Background: an optimization exercise with open tools, aiming at small area, a short achievable clock period and few clock cycles per item. Do not read the settings as production practice. RTL that was checked went through simulation tests only; none was proved equivalent to the original. Power and IR drop assume default switching activity.

## the baseline
## ml_accel
module ml_accel(
    input wire clk,
    input wire rst,
    input wire w_en,
    input wire r_en,
    input wire [5:0] addr,
    input wire [31:0] w_data,
    output reg [31:0] r_data,
    output reg done
    );
Settings: LEC_CHECK=0, ABC_AREA=1, CAP_MARGIN=20, CORE_MARGIN=2, CORE_UTILIZATION=40, CTS_BUF_LIST=sky130_fd_sc_hd__clkbuf_8 sky130_fd_sc_hd__clkbuf_16, CTS_CLUSTER_DIAMETER=80, CTS_CLUSTER_SIZE=30, SETUP_SLACK_MARGIN=5.0, SLEW_MARGIN=20, SYNTH_HIERARCHICAL=1, SYNTH_MINIMUM_KEEP_SIZE=0; clock period 10.0 ns.
standard.sh (not shown) runs the stock make flow with config.mk's settings and CLKGATE_MAP_FILE= SYNTH_SCRIPT=/design/flow/synth_recipe.tcl, a recipe that flattens the netlist after the stock synthesis.
==> flow/flow/run.sh <==
#!/bin/bash
# Standard layout, with two changes to how cells are sized:
#  - the port buffers are buf_2 cells instead of the default (a delay-buffer
#    cell that timing repair cannot resize away);
#  - timing repair may resize a cell to one of a different width.
set -euo pipefail
export BUFFER_PORTS_ARGS="-buffer_cell sky130_fd_sc_hd__buf_2"
bash standard.sh MATCH_CELL_FOOTPRINT=0 finish > standard.log 2>&1
Testbench counts of the baseline, summed over its fixed seeds: cycles 30,962, items 4,000.
Setup changes, the baseline to the candidate
- TNS_END_PERCENT now 10, previously not set
- PLACE_DENSITY now 0.7, previously not set
- SETUP_SLACK_MARGIN now 4.8, was 5.0
- CORE_UTILIZATION now 55, was 40
Results
Compared with the baseline, the candidate shows a proportion of layout cells with a drive suffix above 1 that is 3.6 points lower. Taking the baseline as the reference point, the post-route core utilization of the candidate rises by 15 points. The candidate vs the baseline on count of buffers not belonging to the clock network in the layout: the candidate is the lower one. Diff the baseline..the candidate | worst-case clock buffer depth | unchanged. Comparing the baseline and the candidate, non-clock buffer contribution to total cell area is lower on the candidate. Sequential share of layout area was higher in the candidate than in the baseline. The candidate ends up with higher peak fanout along the critical path than the baseline does. Total length of routed wires (higher): the baseline. Relative to the baseline, the candidate improves wire length of the first global-routing pass.

---

## before
Another version of the RTL of ml_accel (not shown whole).
For scale: about 3800 cells after synthesis, roughly 420 flip-flops, about 75 I/O pins, about 35000 µm² of cells after synthesis.
clock: 10.0 ns
lec_check: 0
cap_margin: 20
core_margin: 2
core_utilization: 40
slew_margin: 20
run.sh (not shown) runs the stock make flow with config.mk's settings and CLKGATE_MAP_FILE= SYNTH_SCRIPT=/design/flow/synth_recipe.tcl, a recipe that flattens the netlist after the stock synthesis.
Stock flow here: none of the scripts above is used.
Input-level comparison between after and before:
- putting ABC_CLOCK_PERIOD_IN_PS at 5000 where nothing was set
- putting SETUP_SLACK_MARGIN at 4.5 where nothing was set
Findings:
Diff before -> after: final max-slew violation count comparable, peak per-stage delay on the critical path now smaller, number of buffers on the longest clock path comparable. Type of the worst setup path = in -> out: before; type of the worst setup path = reg -> out: after. What before reported for non-clock buffer count has to be multiplied by 1.5 to get the figure for after.
No functional check of the RTL was part of any run of this note.

---

RTL: one of the versions met above, not the one the previous note started from.
Size in the first run: about 3,000 cells after synthesis, roughly 440 flip-flops, about 75 I/O pins, roughly 30,000 um^2 of cells after synthesis.
Design ml_accel, start of the top module:
module ml_accel(
    input wire clk,
    input wire rst,
    input wire w_en,
    input wire r_en,
    input wire [5:0] addr,
    input wire [31:0] w_data,
    output reg [31:0] r_data,
    output reg done
    );
    reg [31:0] vec_a [0:3];
    reg [31:0] vec_b [0:3];
    reg [3:0] va, vb;           
    reg [31:0] diff;            
    reg [15:0] b_one, b_two, b_neg;  
    reg [31:0] acc_s, acc_c;    
    reg [31:0] result;          
    reg        res_ok;          
    wire [1:0] idx = addr[3:2];
    wire vec_wr = w_en && !addr[5] && addr[1:0] == 2'b00;
    wire start  = w_en && addr == 6'h20;
    wire [1:0] s_idx = addr[3:2] & {2{~addr[5]}};
    wire       s_b   = addr[4] & ~addr[5];
    wire [31:0] a_sel = vec_a[s_idx] & {32{va[s_idx]}};
    wire [31:0] b_sel = vec_b[s_idx] & {32{vb[s_idx]}};
    wire [31:0] old_v = s_b ? b_sel : a_sel;
    wire [31:0] oth_v = s_b ? a_sel : b_sel;
    wire [32:0] oth_x = {oth_v, 1'b0};
    wire [15:0] bo_v, bt_v, bn_v;
    genvar g;
    generate
        for (g = 0; g < 16; g = g + 1) begin : benc
            assign bo_v[g] = oth_x[2*g+1] ^ oth_x[2*g];
            assign bt_v[g] = (oth_x[2*g+2] & ~oth_x[2*g+1] & ~oth_x[2*g]) |
                             (~oth_x[2*g+2] & oth_x[2*g+1] & oth_x[2*g]);
            assign bn_v[g] = oth_x[2*g+2];
        end
    endgenerate
  ...
==> flow/config.mk <==
export PLATFORM = sky130hd
export DESIGN_NAME = ml_accel
export DESIGN_NICKNAME = ml_accel
export VERILOG_FILES = /design/flow/design.v
export SDC_FILE = /design/flow/constraint.sdc
export NUM_CORES = 4
export LEC_CHECK = 0
export ABC_AREA = 1
export CAP_MARGIN = 20
export CORE_MARGIN = 2
export CORE_UTILIZATION = 55
export CTS_BUF_LIST = sky130_fd_sc_hd__clkbuf_8 sky130_fd_sc_hd__clkbuf_16
export CTS_CLUSTER_DIAMETER = 80
export CTS_CLUSTER_SIZE = 30
export GPL_TIMING_DRIVEN = 0
export PLACE_DENSITY = 0.7
export SETUP_SLACK_MARGIN = 4.8
export SLEW_MARGIN = 20
export SYNTH_HIERARCHICAL = 1
export SYNTH_MINIMUM_KEEP_SIZE = 0
==> flow/constraint.sdc <==
create_clock -name core_clock -period 10.0 [get_ports {clk}]
set_input_delay 2.0000 -clock core_clock [delete_from_list [all_inputs] [get_ports {clk}]]
set_output_delay 2.0000 -clock core_clock [all_outputs]
set_load 0.01 [all_outputs]
standard.sh (not shown) runs the stock make flow with config.mk's settings and CLKGATE_MAP_FILE= SYNTH_SCRIPT=/design/flow/synth_recipe.tcl, a recipe that flattens the netlist after the stock synthesis.
Scripts as last shown in full above: flow/flow/run.sh
Testbench counts at the start, summed over its fixed seeds: cycles 30,962, items 4,000.
Rerun with:
- CORE_UTILIZATION: 55 -> 65
- GPL_TIMING_DRIVEN: 0 -> unset
- PLACE_DENSITY: 0.7 -> 0.8
What happened: Sequential share of layout area rose by 0.77 points; critical path depth falls by 2; total power came out lower by 0.81%.
Rerun with:
- CORE_UTILIZATION: 65 -> 40
- PLACE_DENSITY: 0.8 -> unset
- SETUP_SLACK_MARGIN: 4.8 -> 4.5
- core utilization drops by 26 points
- final cell count climbs by 10%
- sequential power barely changes
- power drops by about 3.5%
- global-route usage drops by 14 points
- clock power hardly moves
- worst setup slack degrades by 0.20 ns
- area after synthesis does not change
- sequential share of layout area drops by 0.33 points

-- static timing again, ports no longer ideal --
Ports are ideal in the flow. The routed layouts listed here were re-timed in OpenROAD.
Step 1, drivers: a clkbuf_16 drives clk and a buf_2 each remaining input, both assumed.
Step 2 moves the port delays by t, midway between the first and last clock arrival at a register: inputs arrive t later, outputs are due t later. That takes back most of the time a late clock gives input paths.
Slacks: ideal ports / drivers / drivers and shift; pairs: ideal ports / drivers.
run	shift t [ns]	setup WS [ns]	worst hold slack (ns)	latest minus earliest clock arrival (ns)	worst slew at a driven data input, ns
the baseline	0.670	4.948 / 4.910 / 4.575	0.461 / 0.461 / 0.461	0.050 / 0.051	0.10
the candidate	0.667	4.858 / 4.831 / 4.432	0.473 / 0.473 / 0.473	0.044 / 0.044	0.09
before	0.683	2.968 / 2.949 / 2.949	0.463 / 0.463 / 0.463	0.036 / 0.036	0.07
after	0.691	4.396 / 4.329 / 3.903	0.471 / 0.471 / 0.471	0.035 / 0.035	0.19
the first run of note 3	0.691	4.852 / 4.852 / 4.344	0.475 / 0.475 / 0.475	0.053 / 0.053	0.07
the second run of note 3	0.669	4.862 / 4.824 / 4.419	0.476 / 0.476 / 0.476	0.032 / 0.032	0.10
the third run of note 3	0.685	4.661 / 4.640 / 4.320	0.464 / 0.464 / 0.464	0.049 / 0.049	0.08
After both steps every run listed still meets setup and hold. For the first run of note 3, which loses most, drivers alone change the setup slack by 0.000 ns; drivers and shift together by -0.508 ns.
